This design comes from an exercise in tuning for small area and few clock cycles per item on the open sky130 flow, not from production work.

run D:
==> module top, before the edit <==
module top (clock, start, BestDist, motionX, motionY, AddressR, AddressS1, AddressS2, R, S1, S2, completed);
	input clock;
	input start;
	output [7:0] BestDist;
	output [3:0] motionX, motionY;
	output completed;
	input [7:0] R, S1, S2;
	output [7:0] AddressR;
	output [9:0] AddressS1, AddressS2;
	localparam IDLE = 3'd0, FILL = 3'd1, RUN = 3'd2, SEL = 3'd3, DONE = 3'd4;
	reg [2:0] st;
	reg [7:0] p;           
	reg [3:0] phi;         
	reg pass2;
	reg [3:0] K;           
	reg [7:0] n;           
	reg [7:0] best;
	reg [3:0] mvx, mvy;
	assign AddressR  = p;
	wire [3:0] am1 = p[7:4] - 4'd1;
	wire [3:0] Kc;         
	wire sw;               
	wire [4:0] r1k = {1'b0, K} + {1'b0, p[7:4]};
	wire [4:0] r2k = {1'b0, K} + {1'b0, am1};
	wire [4:0] r1 = sw ? r1k + 5'd1 : r1k;
	wire [4:0] r2 = sw ? r2k + 5'd1 : r2k;
	assign AddressS1 = {r1, 1'b0, p[3:0]};
	assign AddressS2 = {r2, 1'b1, p[3:0]};
	assign completed = (st == DONE);
	assign BestDist  = best;
	assign motionX   = mvx;
	assign motionY   = mvy;
	wire [8*16-1:0] rin;    
	wire [15:0] th_all;
	genvar g;
	generate for (g = 0; g < 16; g = g + 1) begin : thd
		assign th_all[g] = (p[3:0] >= g);
	end endgenerate
	wire [8*16-1:0] accs;
	wire [15:0] alive;
	wire load = ((st == RUN) && (n == 8'd0)) || sw;
	wire hold = (st != RUN) && !sw;
	assign rin[7:0] = R;
	genvar j;
	generate
		for (j = 0; j < 16; j = j + 1) begin : pe
			PE u (.clock(clock), .r(rin[8*j+7:8*j]), .s1(S1), .s2(S2), .use_s1(th_all[j]),
			      .load(load), .hold(hold), .best(best),
			      .acc(accs[8*j+7:8*j]), .alive(alive[j]));
			if (j < 15) begin : rp
				reg [7:0] rpipe;
				always @(posedge clock) rpipe <= rin[8*j+7:8*j];
				assign rin[8*j+15:8*j+8] = rpipe;
			end
		end
	endgenerate
	reg [7:0] selv;
	reg [3:0] seli;
	integer q;
	always @* begin
		selv = 8'd0;
		seli = 4'd0;
		for (q = 15; q >= 0; q = q - 1)
			if (alive[q]) begin
				selv = accs[8*q +: 8];
				seli = q;
			end
	end
	wire any_alive = |alive;
	wire last_row = (K == 4'd15);
	localparam [7:0] T1 = 8'd32;
	wire found = ~best[5];                  
	wire give_up = !pass2 && !found && (phi == 4'd14);
	wire row_out = ((st == RUN) && (n != 8'd0) || (st == SEL)) && !any_alive;
	wire pass_end = row_out && last_row;
	wire to_done = pass_end && (pass2 || found);
	wire new_pass = (pass_end && !to_done) || (give_up && (st == RUN || st == SEL));
	assign sw = row_out && !to_done && !new_pass;
	assign Kc = sw ? K + 4'd1 : K;
	reg [2:0] st_n;
	reg [3:0] K_n;
	reg [7:0] n_n;
	always @* begin
		st_n = st;
		K_n = Kc;
		n_n = n + 8'd1;
		case (st)
			IDLE: begin st_n = FILL; K_n = 4'd0; n_n = 8'd0; end
			FILL: if (n == 8'd13) begin st_n = RUN; n_n = 8'd0; end
			RUN: if (!sw && n == 8'd255) st_n = SEL;
			default: ;
		endcase
		if (sw) begin
			st_n = RUN;
			n_n = 8'd1;
		end
		if (to_done) st_n = DONE;
		if (new_pass) begin
			st_n = RUN;
			n_n = 8'd0;
			K_n = 4'd0;
		end
		if (!start) st_n = IDLE;
	end
	wire [7:0] p_n = start ? p + 8'd1 : 8'd0;
	always @(posedge clock) begin
		st <= st_n;
		K <= K_n;
		n <= n_n;
		p <= p_n;
		if (st == IDLE) phi <= 4'd0;
		else if (p == 8'hFF) phi <= phi + 4'd1;
		if (st == IDLE) pass2 <= 1'b0;
		else if (new_pass) pass2 <= 1'b1;
		if (st == IDLE)
			best <= T1;
		else if (new_pass)
			best <= 8'hFF;
		else if (st == SEL && any_alive) begin
			best <= selv;
			mvx <= {~seli[3], seli[2:0]};
			mvy <= {~K[3], K[2:0]};
		end
	end
endmodule
==> flow/config.mk <==
export PLATFORM = sky130hd
export DESIGN_NAME = top
export DESIGN_NICKNAME = top
export VERILOG_FILES = /design/flow/design.v
export SDC_FILE = /design/flow/constraint.sdc
export NUM_CORES = 4
export LEC_CHECK = 0
export ABC_AREA = 1
export CAP_MARGIN = 20
export CORE_MARGIN = 2
export CORE_UTILIZATION = 65
export CTS_BUF_LIST = sky130_fd_sc_hd__clkbuf_8
export CTS_CLUSTER_DIAMETER = 60
export CTS_CLUSTER_SIZE = 30
export GPL_TIMING_DRIVEN = 0
export SLEW_MARGIN = 20
==> flow/constraint.sdc <==
create_clock -name core_clock -period 5.5 [get_ports {clock}]
set_input_delay 1.1000 -clock core_clock [delete_from_list [all_inputs] [get_ports {clock}]]
set_output_delay 1.1000 -clock core_clock [all_outputs]
set_load 0.01 [all_outputs]
run.sh (not shown) runs the stock make flow with config.mk's settings and CLKGATE_MAP_FILE= SYNTH_SCRIPT=/design/flow/synth_recipe.tcl, a recipe that flattens the netlist after the stock synthesis.
Looking at the reports, run D completed the entire flow and the layout it produced met the timing, design-rule and antenna checks.
The following lists how run B was set up differently from run D:
diff --git a/flow/design.v b/flow/design.v
--- a/flow/design.v
+++ b/flow/design.v
@@ -16,16 +16,12 @@
 	reg [7:0] n;           
 	reg [7:0] best;
 	reg [3:0] mvx, mvy;
 	assign AddressR  = p;
 	wire [3:0] am1 = p[7:4] - 4'd1;
-	wire [3:0] Kc;         
-	wire sw;               
-	wire [4:0] r1k = {1'b0, K} + {1'b0, p[7:4]};
-	wire [4:0] r2k = {1'b0, K} + {1'b0, am1};
-	wire [4:0] r1 = sw ? r1k + 5'd1 : r1k;
-	wire [4:0] r2 = sw ? r2k + 5'd1 : r2k;
+	wire [4:0] r1 = {1'b0, K} + {1'b0, p[7:4]};
+	wire [4:0] r2 = {1'b0, K} + {1'b0, am1};
 	assign AddressS1 = {r1, 1'b0, p[3:0]};
 	assign AddressS2 = {r2, 1'b1, p[3:0]};
 	assign completed = (st == DONE);
 	assign BestDist  = best;
 	assign motionX   = mvx;
@@ -36,12 +32,12 @@
 	generate for (g = 0; g < 16; g = g + 1) begin : thd
 		assign th_all[g] = (p[3:0] >= g);
 	end endgenerate
 	wire [8*16-1:0] accs;
 	wire [15:0] alive;
-	wire load = ((st == RUN) && (n == 8'd0)) || sw;
-	wire hold = (st != RUN) && !sw;
+	wire load = (st == RUN) && (n == 8'd0);
+	wire hold = (st != RUN);
 	assign rin[7:0] = R;
 	genvar j;
 	generate
 		for (j = 0; j < 16; j = j + 1) begin : pe
 			PE u (.clock(clock), .r(rin[8*j+7:8*j]), .s1(S1), .s2(S2), .use_s1(th_all[j]),
@@ -69,39 +65,46 @@
 	wire any_alive = |alive;
 	wire last_row = (K == 4'd15);
 	localparam [7:0] T1 = 8'd32;
 	wire found = ~best[5];                  
 	wire give_up = !pass2 && !found && (phi == 4'd14);
-	wire row_out = ((st == RUN) && (n != 8'd0) || (st == SEL)) && !any_alive;
-	wire pass_end = row_out && last_row;
-	wire to_done = pass_end && (pass2 || found);
-	wire new_pass = (pass_end && !to_done) || (give_up && (st == RUN || st == SEL));
-	assign sw = row_out && !to_done && !new_pass;
-	assign Kc = sw ? K + 4'd1 : K;
+	reg new_pass;
 	reg [2:0] st_n;
 	reg [3:0] K_n;
 	reg [7:0] n_n;
+	reg next_row;
 	always @* begin
 		st_n = st;
-		K_n = Kc;
+		K_n = K;
 		n_n = n + 8'd1;
+		next_row = 1'b0;
+		new_pass = 1'b0;
 		case (st)
 			IDLE: begin st_n = FILL; K_n = 4'd0; n_n = 8'd0; end
 			FILL: if (n == 8'd13) begin st_n = RUN; n_n = 8'd0; end
-			RUN: if (!sw && n == 8'd255) st_n = SEL;
-			default: ;
+			RUN: begin
+				if (n != 8'd0 && !any_alive) next_row = 1'b1;
+				else if (n == 8'd255) st_n = SEL;
+			end
+			SEL: if (!any_alive) next_row = 1'b1;
+			default: st_n = DONE;
 		endcase
-		if (sw) begin
+		if (next_row) begin
+			n_n = 8'd0;
 			st_n = RUN;
-			n_n = 8'd1;
+			K_n = K + 4'd1;
+			if (last_row) begin
+				if (pass2 || found) st_n = DONE;
+				else new_pass = 1'b1;
+			end
 		end
-		if (to_done) st_n = DONE;
-		if (new_pass) begin
+		if (give_up && (st == RUN || st == SEL)) begin
+			new_pass = 1'b1;
+			n_n = 8'd0;
 			st_n = RUN;
-			n_n = 8'd0;
-			K_n = 4'd0;
 		end
+		if (new_pass) K_n = 4'd0;
 		if (!start) st_n = IDLE;
 	end
 	wire [7:0] p_n = start ? p + 8'd1 : 8'd0;
 	always @(posedge clock) begin
 		st <= st_n;
Findings:
Reported for run D and run B, total of flip-flops plus latches after synthesis turned out identical to the last digit.
Run comparison: run B launch point of the worst path S2[1]; run D launch point of the worst path best[3]$_SDFFE_PP0P_
Run B gives less worst voltage drop across the vdd grid than run D did.
Between run D and run B, the difference in average vias per placed instance is negligible.
NOTE: clock network area share in run B exceeds that of run D
When run B is set beside run D, its length of routed wiring on met1 turns out to be about 1.5% larger.
A dominant combinational cell family by area after synthesis of simple AND/OR/NAND/NOR gates is what run D shows, while compound AO/OA/AOI/OAI gates belongs to run B.
Relative to run D, post-route clock period utilization has gone down in run B.
Function was not checked in any run of this note: the RTL went through the layout flow alone.

==> port drivers added, routing unchanged <==
In the flow no input, the clock included, has a driving cell. The finished layouts below were timed again as built, in two steps. Step 1: set_driving_cell puts a clkbuf_16 on clock and a buf_2 on each other input, an assumption about the parent block. Step 2 times the ports against the registers' clock, not the clock port: input delays grow and output delays shrink by t, the midpoint of the rising clock arrivals with the driver on. Slacks: ideal ports / drivers / drivers and shift; pairs: ideal ports / drivers.
| run | t, ns | setup WS [ns] | worst hold slack (ns) | latest minus earliest clock arrival (ns) |
|---|---|---|---|---|
| run D | 0.738 | 0.138 / 0.081 / -0.488 | 0.359 / 0.359 / 0.359 | 0.036 / 0.036 |
| run B | 0.665 | 0.202 / 0.227 / -0.439 | 0.352 / 0.352 / 0.352 | 0.025 / 0.025 |
With both steps, setup timing fails in run D and run B, where it was met with ideal ports. The setup slack of run B, which loses most, moves by +0.025 ns with the drivers and by -0.641 ns with both steps.
